Context: an optimization exercise on an open-source flow, tuned for small area. The choices shown serve that exercise and are no tape-out recipe. The RTL was checked by simulation tests, not by an equivalence proof against the original design. Power is estimated from default activity; no workload was simulated.

==> flow/design.v <==
module pianotiles(
		CLOCK_50,
		reset,
		KEY,
		plot,
		vga_x,
		vga_y,
		vga_colour,
		HEX0,
		HEX1,
		LEDR
		);
	input 			CLOCK_50;
	input			reset;
	input 	[3:0] KEY;
	output			plot;
	output	[8:0]	vga_x;
	output	[7:0]	vga_y;
	output	[2:0]	vga_colour;
	output [6:0] HEX0;
	output [6:0] HEX1;
	output [17:0] LEDR;
	reg [1:0] game_state;
	assign LEDR[1:0] = game_state;
	assign LEDR[3:2] = 2'b00;
	assign LEDR[5:4] = game_state;
	assign LEDR[13:6] = 8'd0;
	assign LEDR[17:14] = KEY;
	assign plot = (game_state == 2'd1);
	reg [3:0] rate;
	wire tick = (rate == 4'd7);
	always @(posedge CLOCK_50)
		if (reset) rate <= 4'd0;
		else rate <= rate + 4'd1;
	reg [8:0] n0;
	reg [5:0] n1;
	always @(posedge CLOCK_50)
		if (reset) begin
			n0 <= 9'h100;
			n1 <= 6'h20;
		end else begin
			n0 <= {n0[7:0], n0[3] ^ n0[8]};
			n1 <= {n1[4:0], n1[5] ^ n1[0]};
		end
	wire [1:0] rnd = {n0[0], n1[0]};
	reg [5:0] f;
	reg [2:0] T;
	reg [1:0] q0, q1, q2, q3, q4, q5;
	reg z3, z4, z5;
	reg [1:0] pj;
	reg [5:0] pc;
	reg P, R240;
	reg al;			 
	reg [1:0] jc;
	reg [5:0] oc;
	reg [1:0] ac;
	reg [7:0] score;
	wire new_tile = (f == 6'd51);
	wire [5:0] nf = new_tile ? 6'd1 : f + 6'd1;
	wire [2:0] nT = (new_tile && T != 3'd6) ? T + 3'd1 : T;
	wire [1:0] nq0 = new_tile ? rnd : q0;
	wire [1:0] nq1 = new_tile ? q0 : q1;
	wire [1:0] nq2 = new_tile ? q1 : q2;
	wire [1:0] nq3 = new_tile ? q2 : q3;
	wire [1:0] nq4 = new_tile ? q3 : q4;
	wire [1:0] nq5 = new_tile ? q4 : q5;
	wire nz3 = new_tile ? 1'b0 : z3;
	wire nz4 = new_tile ? z3 : z4;
	wire nz5 = new_tile ? z4 : z5;
	wire [1:0] npj = (new_tile && pj != 2'd3) ? pj + 2'd1 : pj;
	wire [5:0] nk4 = nz4 ? 6'd0 : (npj == 2'd1) ? pc : 6'd51;
	wire [5:0] nk5 = nz5 ? 6'd0 : (npj == 2'd2) ? pc : 6'd51;
	wire t4 = (nf >= 6'd35);
	wire [1:0] c239 = t4 ? nq4 : nq5;
	wire [5:0] o239 = t4 ? 6'd21 - nf : 6'd34 - nf;  
	wire [2:0] i239 = t4 ? 3'd4 : 3'd5;
	wire lit239 = (i239 < nT) && !(i239 + 3'd1 == nT && o239 == 6'd50) &&
		(o239 < (t4 ? nk4 : nk5));
	wire g = (nf >= 6'd36);
	wire [5:0] oq = g ? 6'd22 - nf : 6'd35 - nf;  
	wire [1:0] njc = new_tile ? jc + 2'd1 : jc;
	wire over = al && (njc == (g ? 2'd1 : 2'd2)) && (oc == oq);
	wire hit = al && !over && (KEY == ~(4'b1000 >> ac));
	wire mj = (njc == 2'd0) ? (nq3 == ac) : (njc == 2'd1) ? (nq4 == ac) : (nq5 == ac);
	wire cz4 = nz4 || (hit && nq4 == ac && njc == 2'd0);
	wire cz5 = nz5 || (hit && nq5 == ac && njc != 2'd2);
	wire start = tick && (game_state != 2'd1) && (KEY != 4'hf);
	wire step = tick && (game_state == 2'd1);
	always @(posedge CLOCK_50) begin
		if (reset) begin
			game_state <= 2'd0;
			T <= 3'd0;
			score <= 8'd0;
		end else if (start) begin
			game_state <= 2'd1;
			f <= 6'd1;
			T <= 3'd1;
			q0 <= rnd;
			al <= 1'b0;
			score <= 8'd0;
		end else if (step) begin
			f <= nf;
			T <= nT;
			q0 <= nq0; q1 <= nq1; q2 <= nq2; q3 <= nq3; q4 <= nq4; q5 <= nq5;
			z3 <= nz3; z4 <= cz4; z5 <= cz5;
			if (hit && mj) begin
				pj <= njc;
				pc <= oc;
			end else
				pj <= npj;
			R240 <= P;
			P <= lit239 && !(hit && c239 == ac);
			jc <= njc;
			if (!al) begin
				if (lit239) begin
					al <= 1'b1;
					jc <= g ? 2'd0 : 2'd1;
					oc <= oq;
					ac <= c239;
				end
			end else if (over)
				game_state <= 2'd2;
			else if (hit) begin
				score <= score + 8'd1;
				if (lit239 && c239 != ac) begin
					jc <= g ? 2'd0 : 2'd1;
					oc <= oq;
					ac <= c239;
				end else
					al <= 1'b0;
			end
		end
	end
	reg [8:0] x;
	reg [7:0] y;
	reg [2:0] colour;
	wire xwrap = (x == 9'd320);
	wire [8:0] nx = xwrap ? 9'd0 : x + 9'd1;
	wire [7:0] ny = xwrap ? ((y == 8'd240) ? 8'd0 : y + 8'd1) : y;
	wire [1:0] cx = (nx < 9'd80) ? 2'd0 : (nx < 9'd160) ? 2'd1 :
		(nx < 9'd240) ? 2'd2 : (nx < 9'd320) ? 2'd3 : 2'd0;
	wire [8:0] dd = {1'b0, ny} - {3'b0, f};
	wire [2:0] di = (dd[8] || dd == 9'd0) ? 3'd0 : (dd <= 9'd51) ? 3'd1 :
		(dd <= 9'd102) ? 3'd2 : (dd <= 9'd153) ? 3'd3 : (dd <= 9'd204) ? 3'd4 : 3'd5;
	wire [5:0] oo = dd[5:0] + ((di == 3'd0) ? 6'd50 : (di == 3'd1) ? 6'd63 :
		(di == 3'd2) ? 6'd12 : (di == 3'd3) ? 6'd25 : (di == 3'd4) ? 6'd38 : 6'd51);
	wire zz = (di == 3'd3) ? z3 : (di == 3'd4) ? z4 : (di == 3'd5) ? z5 : 1'b0;
	wire [5:0] kk = zz ? 6'd0 : (di == {1'b0, pj} + 3'd3) ? pc : 6'd51;
	wire [1:0] rc = (di == 3'd0) ? q0 : (di == 3'd1) ? q1 : (di == 3'd2) ? q2 :
		(di == 3'd3) ? q3 : (di == 3'd4) ? q4 : q5;
	wire lit = (ny != 8'd0) && (di < T) && !(di + 3'd1 == T && oo == 6'd50) &&
		((ny == 8'd240) ? R240 : (oo < kk));
	always @(posedge CLOCK_50)
		if (reset) begin
			x <= 9'd0;
			y <= 8'd0;
			colour <= 3'b111;
		end else begin
			x <= nx;
			y <= ny;
			colour <= (lit && rc == cx) ? {1'b0, cx} + 3'd1 : 3'b111;
		end
	assign vga_x = x;
	assign vga_y = y;
	assign vga_colour = colour;
	localparam [111:0] SEG = {
		7'b000_1110, 7'b000_0110, 7'b010_0001, 7'b100_0110,
		7'b000_0011, 7'b000_1000, 7'b001_1000, 7'b000_0000,
		7'b111_1000, 7'b000_0010, 7'b001_0010, 7'b001_1001,
		7'b011_0000, 7'b010_0100, 7'b111_1001, 7'b100_0000};
	assign HEX0 = SEG[score[3:0] * 7 +: 7];
	assign HEX1 = SEG[score[7:4] * 7 +: 7];
endmodule
==> flow/config.mk <==
export PLATFORM = sky130hd
export DESIGN_NAME = pianotiles
export DESIGN_NICKNAME = pianotiles
export VERILOG_FILES = /design/flow/design.v
export SDC_FILE = /design/flow/constraint.sdc
export NUM_CORES = 4
export LEC_CHECK = 0
export CAP_MARGIN = 20
export CORE_MARGIN = 2
export CORE_UTILIZATION = 40
export PLACE_DENSITY = 0.6
export SLEW_MARGIN = 20
==> flow/constraint.sdc <==
create_clock -name core_clock -period 10.0 [get_ports {CLOCK_50}]
set_input_delay 2.0000 -clock core_clock [delete_from_list [all_inputs] [get_ports {CLOCK_50}]]
set_output_delay 2.0000 -clock core_clock [all_outputs]
set_load 0.01 [all_outputs]
standard.sh (not shown) runs the stock make flow with config.mk's settings and CLKGATE_MAP_FILE= SYNTH_SCRIPT=/design/flow/synth_recipe.tcl, a recipe that flattens the netlist after the stock synthesis.
==> flow/flow/run.sh <==
#!/bin/bash
# Own layout flow: the standard layout (standard.sh) with two changes.
#  - Synthesis is the standard script (synth_recipe.tcl), but its abc step
#    uses an area-oriented ABC script (area.abc) and adders are left to ABC
#    (ADDER_MAP_FILE empty) instead of half/full-adder cells. Registers are
#    mapped before the abc step, exactly as in the standard synthesis.
#  - The port buffers are sky130_fd_sc_hd__buf_1 cells.
#  - Clock tree synthesis takes its arguments from cts_args.
# Each tool writes its full log under orfs/logs/; make's output goes to
# standard.log in the work folder.
set -euo pipefail
here=$(cd "$(dirname "${BASH_SOURCE[0]}")" && pwd)
bash standard.sh \
	SYNTH_SCRIPT="$here/own_synth.tcl" \
	ADDER_MAP_FILE= \
	"BUFFER_PORTS_ARGS=-buffer_cell sky130_fd_sc_hd__buf_1" \
	"CTS_ARGS=$(cat "$here/cts_args")" \
	finish > standard.log 2>&1
==> flow/flow/area.abc <==
strash
&get -n
&deepsyn -T 10
&put
&get -n
&st
&dch -f
&nf -a
&put
topo
==> flow/flow/cts_args <==
-sink_clustering_enable -repair_clock_nets -buf_list sky130_fd_sc_hd__clkbuf_8 -sink_clustering_max_diameter 50 -dont_use_dummy_load
==> flow/flow/own_synth.tcl <==
# The standard synthesis (synth_recipe.tcl in the work folder) with its abc
# call pointed at area.abc, next to this file.
set own_dir [file dirname [file normalize [info script]]]
proc abc {args} {
  global own_dir
  set i [lsearch -exact $args -script]
  if { $i >= 0 } {
    lset args [expr { $i + 1 }] [file join $own_dir area.abc]
  }
  puts "own_synth: abc $args"
  yosys abc {*}$args
}
source [file join [file dirname $own_dir] synth_recipe.tcl]
The baseline passed the timing, DRC and antenna checks.
Then changed:
--- a/flow/design.v
+++ b/flow/design.v
@@ -47,7 +47,5 @@
 	reg [2:0] T;
 	reg [1:0] q0, q1, q2, q3, q4, q5;
-	reg z3, z4, z5;
-	reg [1:0] pj;
-	reg [5:0] pc;
+	reg [5:0] k3, k4, k5;
 	reg P, R240;
 	reg al;			 
@@ -65,10 +63,7 @@
 	wire [1:0] nq4 = new_tile ? q3 : q4;
 	wire [1:0] nq5 = new_tile ? q4 : q5;
-	wire nz3 = new_tile ? 1'b0 : z3;
-	wire nz4 = new_tile ? z3 : z4;
-	wire nz5 = new_tile ? z4 : z5;
-	wire [1:0] npj = (new_tile && pj != 2'd3) ? pj + 2'd1 : pj;
-	wire [5:0] nk4 = nz4 ? 6'd0 : (npj == 2'd1) ? pc : 6'd51;
-	wire [5:0] nk5 = nz5 ? 6'd0 : (npj == 2'd2) ? pc : 6'd51;
+	wire [5:0] nk3 = new_tile ? 6'd51 : k3;
+	wire [5:0] nk4 = new_tile ? k3 : k4;
+	wire [5:0] nk5 = new_tile ? k4 : k5;
 	wire t4 = (nf >= 6'd35);
 	wire [1:0] c239 = t4 ? nq4 : nq5;
@@ -82,7 +77,7 @@
 	wire over = al && (njc == (g ? 2'd1 : 2'd2)) && (oc == oq);
 	wire hit = al && !over && (KEY == ~(4'b1000 >> ac));
-	wire mj = (njc == 2'd0) ? (nq3 == ac) : (njc == 2'd1) ? (nq4 == ac) : (nq5 == ac);
-	wire cz4 = nz4 || (hit && nq4 == ac && njc == 2'd0);
-	wire cz5 = nz5 || (hit && nq5 == ac && njc != 2'd2);
+	wire [5:0] ck3 = (hit && nq3 == ac && njc == 2'd0) ? oc : nk3;
+	wire [5:0] ck4 = (hit && nq4 == ac) ? ((njc == 2'd1) ? oc : (njc == 2'd0) ? 6'd0 : nk4) : nk4;
+	wire [5:0] ck5 = (hit && nq5 == ac) ? ((njc == 2'd2) ? oc : 6'd0) : nk5;
 	wire start = tick && (game_state != 2'd1) && (KEY != 4'hf);
 	wire step = tick && (game_state == 2'd1);
@@ -103,10 +98,5 @@
 			T <= nT;
 			q0 <= nq0; q1 <= nq1; q2 <= nq2; q3 <= nq3; q4 <= nq4; q5 <= nq5;
-			z3 <= nz3; z4 <= cz4; z5 <= cz5;
-			if (hit && mj) begin
-				pj <= njc;
-				pc <= oc;
-			end else
-				pj <= npj;
+			k3 <= ck3; k4 <= ck4; k5 <= ck5;
 			R240 <= P;
 			P <= lit239 && !(hit && c239 == ac);
@@ -145,6 +135,5 @@
 	wire [5:0] oo = dd[5:0] + ((di == 3'd0) ? 6'd50 : (di == 3'd1) ? 6'd63 :
 		(di == 3'd2) ? 6'd12 : (di == 3'd3) ? 6'd25 : (di == 3'd4) ? 6'd38 : 6'd51);
-	wire zz = (di == 3'd3) ? z3 : (di == 3'd4) ? z4 : (di == 3'd5) ? z5 : 1'b0;
-	wire [5:0] kk = zz ? 6'd0 : (di == {1'b0, pj} + 3'd3) ? pc : 6'd51;
+	wire [5:0] kk = (di == 3'd3) ? k3 : (di == 3'd4) ? k4 : (di == 3'd5) ? k5 : 6'd51;
 	wire [1:0] rc = (di == 3'd0) ? q0 : (di == 3'd1) ? q1 : (di == 3'd2) ? q2 :
 		(di == 3'd3) ? q3 : (di == 3'd4) ? q4 : q5;
The changed run produced a clean layout. Utilization is lower by 0.44 points. Clock-buffer cell count stays the same. Power is higher by 7.7%. Final area is higher by 7.4%. Synthesized cell count is higher by 5.5%. Worst setup slack gets better by 0.71 ns. Global-route usage is higher by 0.11 points. Via count is higher by 9.2%. Hold slack is about the same. Flip-flop and latch count is higher by 8. Die area is higher by 7.4%.

==> afterwards: timing with drivers on the ports <==
In the flow no input, the clock included, has a driving cell. The finished layouts below were timed again as built, in two steps. Step 1 (the two cells are an assumption about what drives the block):
set clk [get_ports {CLOCK_50}]
set_driving_cell -lib_cell sky130_fd_sc_hd__clkbuf_16 $clk
set_driving_cell -lib_cell sky130_fd_sc_hd__buf_2 [delete_from_list [all_inputs] $clk]
Step 2 also shifts input and output timing later by t, the mid clock arrival at the registers, as if the neighbouring blocks saw the same clock. Slacks: ideal ports / drivers / drivers and shift; pairs: ideal ports / drivers.
| run | t (ns) | slack for setup (ns) | hold slack, ns |
|---|---|---|---|
| the first run | 0.406 | 3.322 / 3.322 / 3.322 | 0.423 / 0.423 / 0.423 |
| the second run | 0.411 | 4.032 / 4.032 / 4.032 | 0.425 / 0.425 / 0.425 |
After both steps every run listed still meets setup and hold.
